Source: an optimization exercise on an open RTL-to-GDS flow (aim: small area, a short achievable clock period and few clock cycles). Production flows keep margins and buffers that such runs may drop. Where RTL was checked, it was by simulation tests only, not by an equivalence proof against the original. For run 2, only the layout was checked, not whether the RTL still works.

<file path="design.v">
module cordicMagPh
   #(parameter integer N        = 13,  
     parameter integer XY_WIDTH = 18)  
    (input  wire                           clk,
     input  wire                           reset,    
     input  wire                           st,       
     input  wire signed [XY_WIDTH - 1 : 0] xin,      
     input  wire signed [XY_WIDTH - 1 : 0] yin,      
     output reg                            rdy,      
     output wire        [XY_WIDTH - 1 : 0] mag,      
     output wire signed [XY_WIDTH + 1 : 0] ph);      
    localparam integer N_WIDTH = $clog2(N);
    reg signed [XY_WIDTH + 1 : 0] x, y, z;
    reg        [N_WIDTH  - 1 : 0] ni;       
    reg                           qrt;      
    wire signed [XY_WIDTH + 1 : 0] xShift, yShift;
    wire        [XY_WIDTH - 2 : 0] atan;
    reg  signed [XY_WIDTH + 1 : 0] zCnv;
    reg          [XY_WIDTH : 0] a;
    reg  [2 * XY_WIDTH - 1 : 0] r;
    localparam [1 : 0] ST0 = 2'd0, ST1 = 2'd1, ST2 = 2'd2, ST3 = 2'd3;
    reg [1 : 0] state;
    localparam integer PKG_WIDTH = XY_WIDTH + 1;
    function [63:0] atanLUTlong;
        input integer i;
        begin
            case (i)
                0: atanLUTlong = 64'd2305843009213693952;
                1: atanLUTlong = 64'd1361218612134873344;
                2: atanLUTlong = 64'd719230530580881024;
                3: atanLUTlong = 64'd365092647525521984;
                4: atanLUTlong = 64'd183254791493294816;
                5: atanLUTlong = 64'd91716730292036224;
                6: atanLUTlong = 64'd45869556482713136;
                7: atanLUTlong = 64'd22936177926750896;
                8: atanLUTlong = 64'd11468263948075832;
                9: atanLUTlong = 64'd5734153847876408;
                10: atanLUTlong = 64'd2867079658191484;
                11: atanLUTlong = 64'd1433540170878135;
                12: atanLUTlong = 64'd716770128161890;
                13: atanLUTlong = 64'd358385069421298;
                14: atanLUTlong = 64'd179192535378193;
                15: atanLUTlong = 64'd89596267772540;
                16: atanLUTlong = 64'd44798133896700;
                17: atanLUTlong = 64'd22399066949654;
                18: atanLUTlong = 64'd11199533474990;
                19: atanLUTlong = 64'd5599766737515;
                20: atanLUTlong = 64'd2799883368760;
                21: atanLUTlong = 64'd1399941684380;
                22: atanLUTlong = 64'd699970842190;
                23: atanLUTlong = 64'd349985421095;
                24: atanLUTlong = 64'd174992710548;
                25: atanLUTlong = 64'd87496355274;
                26: atanLUTlong = 64'd43748177637;
                27: atanLUTlong = 64'd21874088818;
                28: atanLUTlong = 64'd10937044409;
                29: atanLUTlong = 64'd5468522205;
                30: atanLUTlong = 64'd2734261102;
                31: atanLUTlong = 64'd1367130551;
                32: atanLUTlong = 64'd683565276;
                33: atanLUTlong = 64'd341782638;
                34: atanLUTlong = 64'd170891319;
                35: atanLUTlong = 64'd85445659;
                36: atanLUTlong = 64'd42722830;
                37: atanLUTlong = 64'd21361415;
                38: atanLUTlong = 64'd10680707;
                39: atanLUTlong = 64'd5340354;
                40: atanLUTlong = 64'd2670177;
                41: atanLUTlong = 64'd1335088;
                42: atanLUTlong = 64'd667544;
                43: atanLUTlong = 64'd333772;
                44: atanLUTlong = 64'd166886;
                45: atanLUTlong = 64'd83443;
                46: atanLUTlong = 64'd41722;
                47: atanLUTlong = 64'd20861;
                48: atanLUTlong = 64'd10430;
                49: atanLUTlong = 64'd5215;
                50: atanLUTlong = 64'd2608;
                51: atanLUTlong = 64'd1304;
                52: atanLUTlong = 64'd652;
                53: atanLUTlong = 64'd326;
                54: atanLUTlong = 64'd163;
                55: atanLUTlong = 64'd81;
                56: atanLUTlong = 64'd41;
                57: atanLUTlong = 64'd20;
                58: atanLUTlong = 64'd10;
                59: atanLUTlong = 64'd5;
                60: atanLUTlong = 64'd3;
                61: atanLUTlong = 64'd1;
                62: atanLUTlong = 64'd1;
                63: atanLUTlong = 64'd0;
                default: atanLUTlong = 64'd0;
            endcase
        end
    endfunction
    function [63:0] coefdLUTlong;
        input integer i;
        begin
            case (i)
                0: coefdLUTlong = 64'd3260954456333195264;
                1: coefdLUTlong = 64'd2916686334356757504;
                2: coefdLUTlong = 64'd2829601372552588288;
                3: coefdLUTlong = 64'd2807750841902562304;
                4: coefdLUTlong = 64'd2802282967498353152;
                5: coefdLUTlong = 64'd2800915666627739136;
                6: coefdLUTlong = 64'd2800573820569637376;
                7: coefdLUTlong = 64'd2800488357751430656;
                8: coefdLUTlong = 64'd2800466991965381120;
                9: coefdLUTlong = 64'd2800461650513774592;
                10: coefdLUTlong = 64'd2800460315150554624;
                11: coefdLUTlong = 64'd2800459981309729792;
                12: coefdLUTlong = 64'd2800459897849522176;
                13: coefdLUTlong = 64'd2800459876984470016;
                14: coefdLUTlong = 64'd2800459871768206848;
                15: coefdLUTlong = 64'd2800459870464141312;
                16: coefdLUTlong = 64'd2800459870138124800;
                17: coefdLUTlong = 64'd2800459870056620544;
                18: coefdLUTlong = 64'd2800459870036244480;
                19: coefdLUTlong = 64'd2800459870031150592;
                20: coefdLUTlong = 64'd2800459870029877248;
                21: coefdLUTlong = 64'd2800459870029558784;
                22: coefdLUTlong = 64'd2800459870029479424;
                23: coefdLUTlong = 64'd2800459870029459456;
                24: coefdLUTlong = 64'd2800459870029454336;
                25: coefdLUTlong = 64'd2800459870029453312;
                default: coefdLUTlong = 64'd0;
            endcase
        end
    endfunction
    localparam integer COEFD_LUT_LONG_SIZE = 26;
    function [PKG_WIDTH - 3 : 0] atanLUTshort;
        input integer i;
        reg [63 : 0] v;
        begin
            v = atanLUTlong(i);
            atanLUTshort = v[61 -: PKG_WIDTH - 2];
        end
    endfunction
    function [PKG_WIDTH - 3 : 0] coefdInit;
        input integer dummy;
        reg [63 : 0] v;
        begin
            if (N - 1 > COEFD_LUT_LONG_SIZE - 1)
                v = coefdLUTlong(COEFD_LUT_LONG_SIZE - 1);
            else
                v = coefdLUTlong(N - 1);
            coefdInit = v[61 -: PKG_WIDTH - 2];
        end
    endfunction
    localparam [PKG_WIDTH - 3 : 0] coefd = coefdInit(0);
    function [PKG_WIDTH - 1 : 0] signalSaturate;
        input [PKG_WIDTH - 1 : 0] x;
        begin
            if (x[PKG_WIDTH - 1 : PKG_WIDTH - 2] == 2'b01) begin
                signalSaturate = {2'b01, {(PKG_WIDTH - 2){1'b0}}};
            end else if (x[PKG_WIDTH - 1 : PKG_WIDTH - 2] == 2'b10) begin
                signalSaturate = {2'b11, {(PKG_WIDTH - 2){1'b0}}};
            end else begin
                signalSaturate = x;
            end
        end
    endfunction
    always @(posedge clk or posedge reset)
    if (reset) begin
        rdy   <= 1'b0;
        x     <= {(XY_WIDTH + 2){1'b0}};
        y     <= {(XY_WIDTH + 2){1'b0}};
        z     <= {(XY_WIDTH + 2){1'b0}};
        ni    <= {N_WIDTH{1'b0}};
        qrt   <= 1'b0;
        state <= ST0;
    end else begin
        if (st) begin  
            rdy <= 1'b0;
            ni  <= {N_WIDTH{1'b0}};  
            if (xin < 0) begin
                x   <= -xin;
                qrt <= 1'b1;
            end else begin  
                x   <= xin;
                qrt <= 1'b0;
            end
            y <= yin;
            state <= ST1;
        end else begin
            case (state)
                ST0: begin
                    rdy <= 1'b1;
                end
                ST1: begin
                    if (y == 0) begin  
                        rdy <= 1'b1;
                        if (~qrt) begin  
                            z <= {(XY_WIDTH + 2){1'b0}};
                        end else begin
                            z <= {2'b01, {XY_WIDTH{1'b0}}};  
                        end
                        state <= ST0;  
                    end else begin  
                        if (y < 0) begin
                            x <= x - y;
                            y <= y + x;
                            z <= -atan;
                        end else begin
                            x <= x + y;
                            y <= y - x;
                            z <= atan;
                        end
                        ni    <= ni + 1'd1;
                        state <= ST2;
                    end
                end
                ST2: begin
                    if (y < 0) begin
                        x <= x - yShift;
                        y <= y + xShift;
                        z <= z - atan;
                    end else begin  
                        x <= x + yShift;
                        y <= y - xShift;
                        z <= z + atan;
                    end
                    if (ni < N - 1) begin  
                        ni    <= ni + 1'd1;
                        state <= ST2;
                    end else begin
                        ni    <= {N_WIDTH{1'b0}};
                        state <= ST3;
                    end
                end
                ST3: begin
                    rdy   <= 1'b1;
                    x     <= {1'b0, r[2 * XY_WIDTH - 1 : XY_WIDTH - 1]};
                    z     <= zCnv;
                    state <= ST0;
                end
            endcase
        end
    end
    assign xShift = x >>> ni;
    assign yShift = y >>> ni;
    assign atan   = atanLUTshort(ni);
    always @(*) begin
        if (x >= 0) begin
            a = x[XY_WIDTH : 0];
        end else begin
            a = {(XY_WIDTH + 1){1'b0}};
        end
        r = a * coefd;
    end
    always @(*) begin
        zCnv = {z[XY_WIDTH + 1], signalSaturate(z[XY_WIDTH : 0])};
        if (~qrt) begin  
            zCnv = zCnv;
        end else begin     
            if (zCnv >= 0) begin
                zCnv = {2'b01, {XY_WIDTH{1'b0}}} - zCnv;  
            end else begin
                zCnv = {2'b11, {XY_WIDTH{1'b0}}} - zCnv;  
            end
        end
    end
    assign mag = x[XY_WIDTH - 1 : 0];
    assign ph  = z;
endmodule
</file>
<file path="run.sh">
#!/bin/bash
# synth_recipe.tcl (not shown) runs the flow's synth.tcl, then flattens the netlist and writes it again
# the make line also repeats each setting of config.mk as NAME=value (left out here)
make -C /OpenROAD-flow-scripts/flow DESIGN_CONFIG=/design/flow/config.mk WORK_HOME=/design/flow/orfs CLKGATE_MAP_FILE= SYNTH_SCRIPT=/design/flow/synth_recipe.tcl finish
</file>
<file path="config.mk">
export PLATFORM = sky130hd
export DESIGN_NAME = cordicMagPh
export DESIGN_NICKNAME = cordicMagPh
export VERILOG_FILES = /design/flow/design.v
export SDC_FILE = /design/flow/constraint.sdc
export NUM_CORES = 4
export LEC_CHECK = 0
export CAP_MARGIN = 20
export CORE_MARGIN = 2
export CORE_UTILIZATION = 40
export SLEW_MARGIN = 20
</file>
<file path="constraint.sdc">
create_clock -name core_clock -period 8.0 [get_ports {clk}]
set_input_delay 1.6000 -clock core_clock [delete_from_list [all_inputs] [get_ports {clk}]]
set_output_delay 1.6000 -clock core_clock [all_outputs]
set_load 0.01 [all_outputs]
</file>
==> flow_summary.yaml, run 1 <==
floorplan:
  coreArea_sq_mm: 0.0488
  die_area_sq_mm: 0.0511
  rows: 81
  die_w_um: 226
  die_h_um: 226
  start_util_pct: 40.4
  ios: 78
grt:
  grt_use_total_pct: 27.3
  grt_max_degree: 77
  grt_pass1_wl_mm: 107
  antenna_found_initial: 1
  overflow: 0
  grt_pass1_vias: 18168
timing:
  final.period_utilization_pct: 90.3
  maxSlewViolCount: 0
  grt_setup_unrepaired: "false"
  tightest_slew_ns: 1.04
  post-route-min-period_ns: 7.22
  setup_viol: 0
  skew_ns: 0.0107
  final_hold_viol_count: 0
  relSlewSlack_pct: 30.6
  tns_ns: 0
  fmax_mhz: 138
hold_path:
  hold_depth: 1
  hp-class: "reg2reg"
critical_path:
  worst_r2r_path_depth: 23
  critPathKind: "reg2reg"
  required_ns: 8.28
  worstPathArrival_ns: 7.50
  end_kind: "flip-flop"
  r2r_slack_ns: 0.78
  crit_fanout: 28
  startpoint_type: "flip-flop"
detailed_routing:
  drt-total-wl_mm: 69.8
  drt_iter0_drc: 1783
  route.detailed.drc: 0
  ant_nets: 0
  via_count: 18808
  viasPerCell: 6.00
  dr.pass1.iters: 8
  avgRoutedWirePerCell_um: 22.3
yosys:
  syn_inst: 2477
  ys_seq_area_share_pct: 8.62
  synth_cell_types: 91
  synth_top_cell_by_area: "ha_1"
  ys_async_sr_fraction_pct: 100
  yosysWarnings: 1
  synth.area.top_cells: "ha_1 17%, fa_1 13%, dfrtp_1 8.6%"
  syn-num-nets: 2904
  synth_edf_count: 0
  synth_common_cells: "280 x inv_1, 261 x ha_1, 199 x a21oi_1"
  post-synth-top-count-cell: "inv_1"
  yosys.area.top_type_share_pct: 16.5
  syn_area_sq_mm: 0.0197
  synth-main-ff-cell: "dfrtp_1"
  syn_area_per_cell_sq_um: 7.97
  synth_seq_cells: 68
cts:
  clock_path_buffers: 2
  cts_root_buf: "clkbuf_16"
  clk_pin_slew_ns: 0.06
  cts_made_buffers: 9
  cts_resized: 0
  worstSkewPairLatency_ns: 0.38
  hold_buffers: 0
  cts_setup_buffers: 0
  htree_levels: 3
  cts_tree: "done"
  cts.sinks: 68
final_layout:
  diodes: 0
  fin_nets: 2893
  area_growth_pct: 8.00
  drive_gt1_share_pct: 6.15
  fin_cells: 3135
  post-route-util_pct: 43.6
  nFillCells: 5000
run_status:
  outcome: "finished clean"
placed_design:
  dp_hpwl_mm: 53.8
  io_buffer_count: 77
  placed_cells: 3118
  gp_congestion: 0.945
job:
  cap_violations: 0
[cells in the final DEF (no fill, tap or decap), types with 10 or more instances in the layout]
cell,n
a22oi_1,10
o211ai_1,29
xor2_1,66
dfrtp_1,63
or3_1,16
a211oi_1,29
nand2b_1,40
and3_1,10
o31ai_1,26
nor3_1,45
o21bai_1,16
mux2i_1,54
nor2_1,191
nor2b_1,30
a21oi_1,198
nor4_1,19
ha_1,260
a31oi_1,26
o21a_1,19
nand2_1,176
o21ai_0,148
fa_1,127
o22ai_1,19
clkdlybuf4s50_1,76
nand3_1,42
mux4_2,27
a221oi_1,19
inv_1,277
a21o_1,39
buf_4,40
and2_1,12
mux2_2,18
xnor2_1,96
a222oi_1,10
[stage by stage]
stage | setup slack, ns | hold slack [ns] | cell area [sq um]
CTS | 0.803 | 0.541 | 21300
finish | 0.778 | 0.538 | 21300
detailed placement | 0.861 | 0.526 | 21000
floorplan | 0.961 | 0.551 | 19700
global route | 0.348 | 0.548 | 21300
global placement | 1.02 | 0.522 | 21000
[state kept, by name, indices dropped and copies added, names as in the netlist]
register,cells
ni,4
z,20
y,20
state,2
qrt,1
rdy,1
x,20
[cells by family after synthesis]
kind of cell             count (synthesis)  share of synthesized area [%]
adder cells (fa/ha/maj)                388                           29.4
multiplexers                           106                           7.44
buffers and inverters                  424                           8.89
flip-flops                              68                           8.62
AO/OA/AOI/OAI                          698                           23.2
AND/OR/NAND/NOR                        631                           15.3
XOR/XNOR                               162                           7.19
[final timing paths]
check                                        from                end
max in group asynchronous                   reset  ni[0]$_DFFE_PP0P_
min in group asynchronous                   reset  z[16]$_DFFE_PP0P_
worst min register to register  z[19]$_DFFE_PP0P_  z[19]$_DFFE_PP0P_
worst min-delay path            z[19]$_DFFE_PP0P_  z[19]$_DFFE_PP0P_
worst max register to register  x[19]$_DFFE_PP0P_  x[18]$_DFFE_PP0P_
worst max-delay path            x[19]$_DFFE_PP0P_  x[18]$_DFFE_PP0P_
[metal layers]
layer	vias up	share of wire, %	track usage, %
met5	-	0	0
met4	0	3.6	9.57
met3	138	7.4	4.94
met2	729	45	44.2
met1	9198	44	36.4
li1	8743	-	-
[final cells by class]
type / count / area (sq um) / share of cell area [%]
timing repair buffer: 119 / 1090 / 5.12
inverter: 283 / 1060 / 4.99
sequential: 68 / 1710 / 8.04
tap: 664 / 831 / 3.90
multi-input combinational: 1985 / 16300 / 76.4
clock inverter: 4 / 73.8 / 0.346
clock buffer: 12 / 246 / 1.16
[worst max-delay path: stages, from the launching register on]
cell and delay, ns:
dfrtp_1 0.90, nand2b_1 0.44, inv_1 0.21, ha_1 0.36, inv_1 0.06, fa_1 0.53, inv_1 0.05, fa_1 0.46
fa_1 0.52, fa_1 0.54, inv_1 0.05, fa_1 0.52, inv_1 0.04, ha_1 0.33, nand2_1 0.10, or3_1 0.34
o21ai_0 0.17, buf_4 0.18, a21o_1 0.20, a31oi_1 0.22, o31ai_1 0.35, xnor2_1 0.16, a21oi_1 0.08, a221oi_1 0.28
Testbench counts, summed over its fixed seeds: cycles 240,000.
==> run 2, diff against run 1 <==
==> design.v (replaced) <==
module cordicMagPh
   #(parameter integer N        = 13,  
     parameter integer XY_WIDTH = 18)  
    (input  wire                           clk,
     input  wire                           reset,    
     input  wire                           st,       
     input  wire signed [XY_WIDTH - 1 : 0] xin,      
     input  wire signed [XY_WIDTH - 1 : 0] yin,      
     output reg                            rdy,      
     output wire        [XY_WIDTH - 1 : 0] mag,      
     output wire signed [XY_WIDTH + 1 : 0] ph);      
    localparam integer WW = 24;            
    localparam [16 : 0] COEFD = 17'd79593;  
    localparam [18 : 0] ATAN0 = 19'd65536;  
    reg         [18 : 0] x;      
    reg  signed [WW - 1 : 0] w;  
    reg  signed [18 : 0] z;
    reg         [3 : 0]  cnt;    
    reg                  busy;
    reg                  yzp;    
    reg                  qrt;    
    function [15 : 0] atanLUT;
        input [3 : 0] i;
        begin
            case (i)
                4'd1:  atanLUT = 16'd38688;
                4'd2:  atanLUT = 16'd20441;
                4'd3:  atanLUT = 16'd10376;
                4'd4:  atanLUT = 16'd5208;
                4'd5:  atanLUT = 16'd2606;
                4'd6:  atanLUT = 16'd1303;
                4'd7:  atanLUT = 16'd651;
                4'd8:  atanLUT = 16'd325;
                4'd9:  atanLUT = 16'd162;
                4'd10: atanLUT = 16'd81;
                4'd11: atanLUT = 16'd40;
                4'd12: atanLUT = 16'd20;
                default: atanLUT = 16'd0;
            endcase
        end
    endfunction
    wire sx = xin[XY_WIDTH - 1];
    wire sy = yin[XY_WIDTH - 1];
    wire yz = (yin == 0);
    wire [18 : 0] x1 = {1'b0, xin ^ {18{sx}}} + {1'b0, yin ^ {18{sy}}} + sx + sy;
    wire signed [18 : 0] y1 = (sx ^ sy) ? ({yin[17], yin} + {xin[17], xin})
                                        : ({yin[17], yin} - {xin[17], xin});
    wire signed [WW - 1 : 0] w1 = {{(WW - 20){y1[18]}}, y1, 1'b0};
    wire signed [18 : 0] z1 = yz ? 19'sd0 : (sy ? -ATAN0 : ATAN0);
    wire neg = w[WW - 1];                            
    wire pos = ~neg;
    wire signed [WW - 1 : 0] wsh = w >>> {cnt, 1'b0};  
    wire [18 : 0] xinc = wsh[18 : 0] ^ {19{neg}};
    wire [18 : 0] xn = x + xinc + neg;                
    wire [18 : 0] xm = x & ({19{1'b1}} << cnt);       
    wire signed [WW - 1 : 0] xmw = {{(WW - 19){1'b0}}, xm};
    wire signed [WW - 1 : 0] ws = w + (xmw ^ {WW{pos}}) + pos;  
    wire signed [WW - 1 : 0] wn = {ws[WW - 2 : 0], 1'b0};
    wire [15 : 0] at = atanLUT(cnt);
    wire signed [18 : 0] zn = z + ({3'b000, at} ^ {19{neg}}) + neg;
    wire [35 : 0] xe = {17'd0, x};
    wire [35 : 0] prod = (xe << 16) + (xe << 14) - (xe << 11) - (xe << 8) - (xe << 5)
                       + (xe << 3) + xe + (neg ? {19'd0, COEFD} : 36'd0);
    wire last = (cnt == 4'd12);
    always @(posedge clk or posedge reset)
    if (reset) begin
        rdy  <= 1'b0;
        busy <= 1'b0;
        yzp  <= 1'b0;
    end else begin
        if (st) begin
            rdy  <= 1'b0;
            busy <= ~yz;
            yzp  <= yz;
        end else begin
            yzp <= 1'b0;
            if (yzp | (busy & last))
                rdy <= 1'b1;
            if (last)
                busy <= 1'b0;
        end
    end
    always @(posedge clk) begin
        if (st) begin
            x   <= x1;
            w   <= w1;
            z   <= z1;
            cnt <= 4'd1;
            qrt <= sx;
        end else begin
            w   <= wn;
            cnt <= cnt + 4'd1;
            if (busy) begin
                z <= zn;
                x <= last ? {1'b0, prod[34 : 17]} : xn;
            end
        end
    end
    reg signed [19 : 0] zc;
    always @(*) begin
        if (z[18 : 17] == 2'b01)
            zc = {3'b001, 17'd0};
        else if (z[18 : 17] == 2'b10)
            zc = {3'b111, 17'd0};
        else
            zc = {z[18], z};
        if (qrt) begin
            if (zc >= 0)
                zc = {2'b01, 18'd0} - zc;
            else
                zc = {2'b11, 18'd0} - zc;
        end
    end
    assign mag = x[XY_WIDTH - 1 : 0];
    assign ph  = zc;
endmodule
==> run 2 against run 1 <==
  * Still clean on timing, DRC and antenna
  * Via count shrank 36%
  * Area after synthesis fell by 27%
  * Critical path depth fell by 8
  * Cell count fell by 30%
  * Critical path type is now in2reg
==> flow_summary.yaml, run 2 <==
grt:
  grt_pass1_wl_mm: 61.1
  grt_use_total_pct: 20.0
  grt_max_degree: 61
  overflow: 0
  antenna_found_initial: 0
  grt_pass1_vias: 11717
detailed_routing:
  route.detailed.drc: 0
  ant_nets: 0
  drt-total-wl_mm: 37.9
  avgRoutedWirePerCell_um: 17.2
  viasPerCell: 5.45
  drt_iter0_drc: 694
  dr.pass1.iters: 5
  via_count: 11996
yosys:
  synth_cell_types: 82
  yosys.area.top_type_share_pct: 18.9
  synth_edf_count: 39
  ys_seq_area_share_pct: 14.6
  synth_top_cell_by_area: "ha_1"
  syn_area_sq_mm: 0.0144
  post-synth-top-count-cell: "ha_1"
  synth_common_cells: "218 x ha_1, 201 x inv_1, 119 x a21oi_1"
  syn_inst: 1710
  synth_compound_area_share_pct: 18.3
  synthSimpleGateAreaFrac_pct: 13.1
  synth_seq_cells: 85
  yosysWarnings: 1
  synth-main-ff-cell: "dfxtp_1"
  synth.area.top_cells: "ha_1 19%, fa_1 11%, edfxtp_1 8.1%"
  synth_mux_area_share_pct: 3.25
  synth-xor-area-share_pct: 12.6
  synth_fa_ha_area_share_pct: 30.3
  ys_async_sr_fraction_pct: 3.53
  syn_area_per_cell_sq_um: 8.43
  synth_top_family_by_area: "adder cells"
  syn-num-nets: 2049
critical_path:
  critical-path-max-stage-delay_ns: 0.61
  path_delay_family: "compound AO/OA/AOI/OAI gates"
  required_ns: 8.20
  crit_buf_inv: 2
  worstPathCellList: "clkdlybuf4s50_1, buf_4, xnor2_1, o21ai_0, fa_1, a21o_1, a21oi_1, nor2b_1, o41ai_2, o21ai_1, o41ai_2, o311a_1, mux2i_1, a311oi_1, o21ai_0"
  r2r_slack_ns: 2.25
  crit_path_top_delay_cell: "a311oi_1"
  critPathKind: "in2reg"
  startpoint_type: "primary input"
  worstPathArrival_ns: 6.19
  end_kind: "flip-flop"
  crit_fanout: 21
timing:
  final.period_utilization_pct: 74.9
  final_hold_viol_count: 0
  tns_ns: 0
  hold_ws_ns: 0.483
  grt_setup_unrepaired: "false"
  fin_ws_ns: 2.01
  tightest_slew_ns: 0.972
  maxSlewViolCount: 0
  post-route-min-period_ns: 5.99
  relSlewSlack_pct: 35.2
  setup_viol: 0
  fmax_mhz: 167
  skew_ns: 0.0158
hold_path:
  hp-class: "reg2reg"
run_status:
  outcome: "finished clean"
placed_design:
  pre_cts_ws_ns: 1.67
  io_buffer_count: 77
  dp_hpwl_mm: 30.7
  gp_congestion: 0.933
final_layout:
  fin_nets: 2075
  layout_common_cells: "218 x ha_1, 201 x inv_1, 119 x a21oi_1, 116 x nand2_1, 114 x nor2_1"
  largest_register_ff_count: 23
  drive_gt1_share_pct: 3.68
  post-route-util_pct: 44.5
  area_growth_pct: 9.60
  diodes: 0
  top_register: "w"
  reg.largest.list: "w x23, x x19, z x19"
  final_common_cell: "ha_1"
  nFillCells: 3493
cts:
  clock_path_buffers: 2
  clk_pin_slew_ns: 0.07
  cts_resized: 0
  cts_setup_buffers: 0
  cts.sinks: 85
  cts_tree: "done"
  cts_root_buf: "clkbuf_16"
  hold_buffers: 0
  htree_levels: 3
  worstSkewPairLatency_ns: 0.36
  cts_made_buffers: 9
floorplan:
  rows: 69
  start_util_pct: 40.6
  coreArea_sq_mm: 0.0355
  ios: 78
  die_area_sq_mm: 0.0376
  die_w_um: 194
  die_h_um: 194
job:
  cap_violations: 0
run 2: changes by cell type in the layout (fill, tap and decap cells not counted), moves of 60 or more:
cell / before / now
a21oi_1: 198 / 119
o21ai_0: 148 / 85
nor2_1: 191 / 114
dfrtp_1: 63 / 3
nand2_1: 176 / 116
inv_1: 277 / 201
run 2: worst min-delay path, cell delays in order, from the launching register on:
cell	delay, ns
dfrtp_1	0.33
a211oi_1	0.04
nor2_1	0.07
run 2: layer usage:
metal | GRT usage [%] | vias to the layer above | routed length, um
met5 | 0 | - | 0
met4 | 4.83 | 0 | 736
met3 | 2.14 | 42 | 1510
met2 | 34.4 | 275 | 18000
met1 | 27.0 | 5695 | 17600
li1 | - | 5984 | -
run 2: final timing paths:
path                                    start               end  depth (start not counted)
worst min-delay path            yzp$_DFF_PP0_   rdy$_DFFE_PP0P_                          2
worst max register to register  w[23]$_DFF_P_    x[8]$_DFFE_PP_                         20
worst max-delay path                  yin[17]     w[21]$_DFF_P_                         15
min in group asynchronous               reset  busy$_DFFE_PP0P_                          2
worst min register to register  yzp$_DFF_PP0_   rdy$_DFFE_PP0P_                          2
max in group asynchronous               reset   rdy$_DFFE_PP0P_                          2
run 2: through the flow:
step / instances / cell area (sq um)
floorplan: 1710 / 14400
global placement: 2185 / 15500
detailed placement: 2185 / 15500
CTS: 2201 / 15800
global route: 2202 / 15800
finish: 2202 / 15800
run 2: layout make-up:
cell class / count / area, sq um / share of cell area (%)
Clock buffer: 9 / 225 / 1.43
Clock inverter: 7 / 76.3 / 0.483
Inverter: 203 / 762 / 4.82
Multi-Input combinational cell: 1347 / 11200 / 70.8
Sequential cell: 85 / 2110 / 13.3
Tap cell: 461 / 577 / 3.65
Timing Repair Buffer: 90 / 863 / 5.47
run 2: logic make-up (layout without fill, tap and decap cells):
group | count (synthesis) | count (layout)
DFF | 85 | 85
and+or+nand+nor | 397 | 397
xor gates and xnor gates | 208 | 208
AOI/OAI and AO/OA | 407 | 407
adders and majority gates | 300 | 300
muxes | 35 | 35
buffers and inverters | 278 | 309

-- re-timing with driven ports --
Ports are ideal in the flow. The routed layouts listed here were re-timed in OpenROAD.
Step 1 sets driving cells, clkbuf_16 on the clock port and buf_2 on the other inputs (assumed; they add their load-dependent delay and slew).
Step 2, shift: input delay + t, output delay - t, t = (earliest + latest rising clock arrival at the registers) / 2. This alone moves slack from input paths to output paths.
a / b / c = no drivers / after step 1 / after step 2; a / b = the first two.
run | t, ns | slack for setup (ns) | worst hold slack (ns) | worst register clock-pin slew, ns
run 1 | 0.428 | 0.778 / 0.778 / 0.778 | 0.538 / 0.538 / 0.538 | 0.08 / 0.08
run 2 | 0.396 | 2.011 / 2.036 / 1.640 | 0.483 / 0.483 / 0.483 | 0.08 / 0.08
After both steps every run listed still meets setup and hold. The setup slack of run 2, which loses most, moves by +0.025 ns with the drivers and by -0.371 ns with both steps.
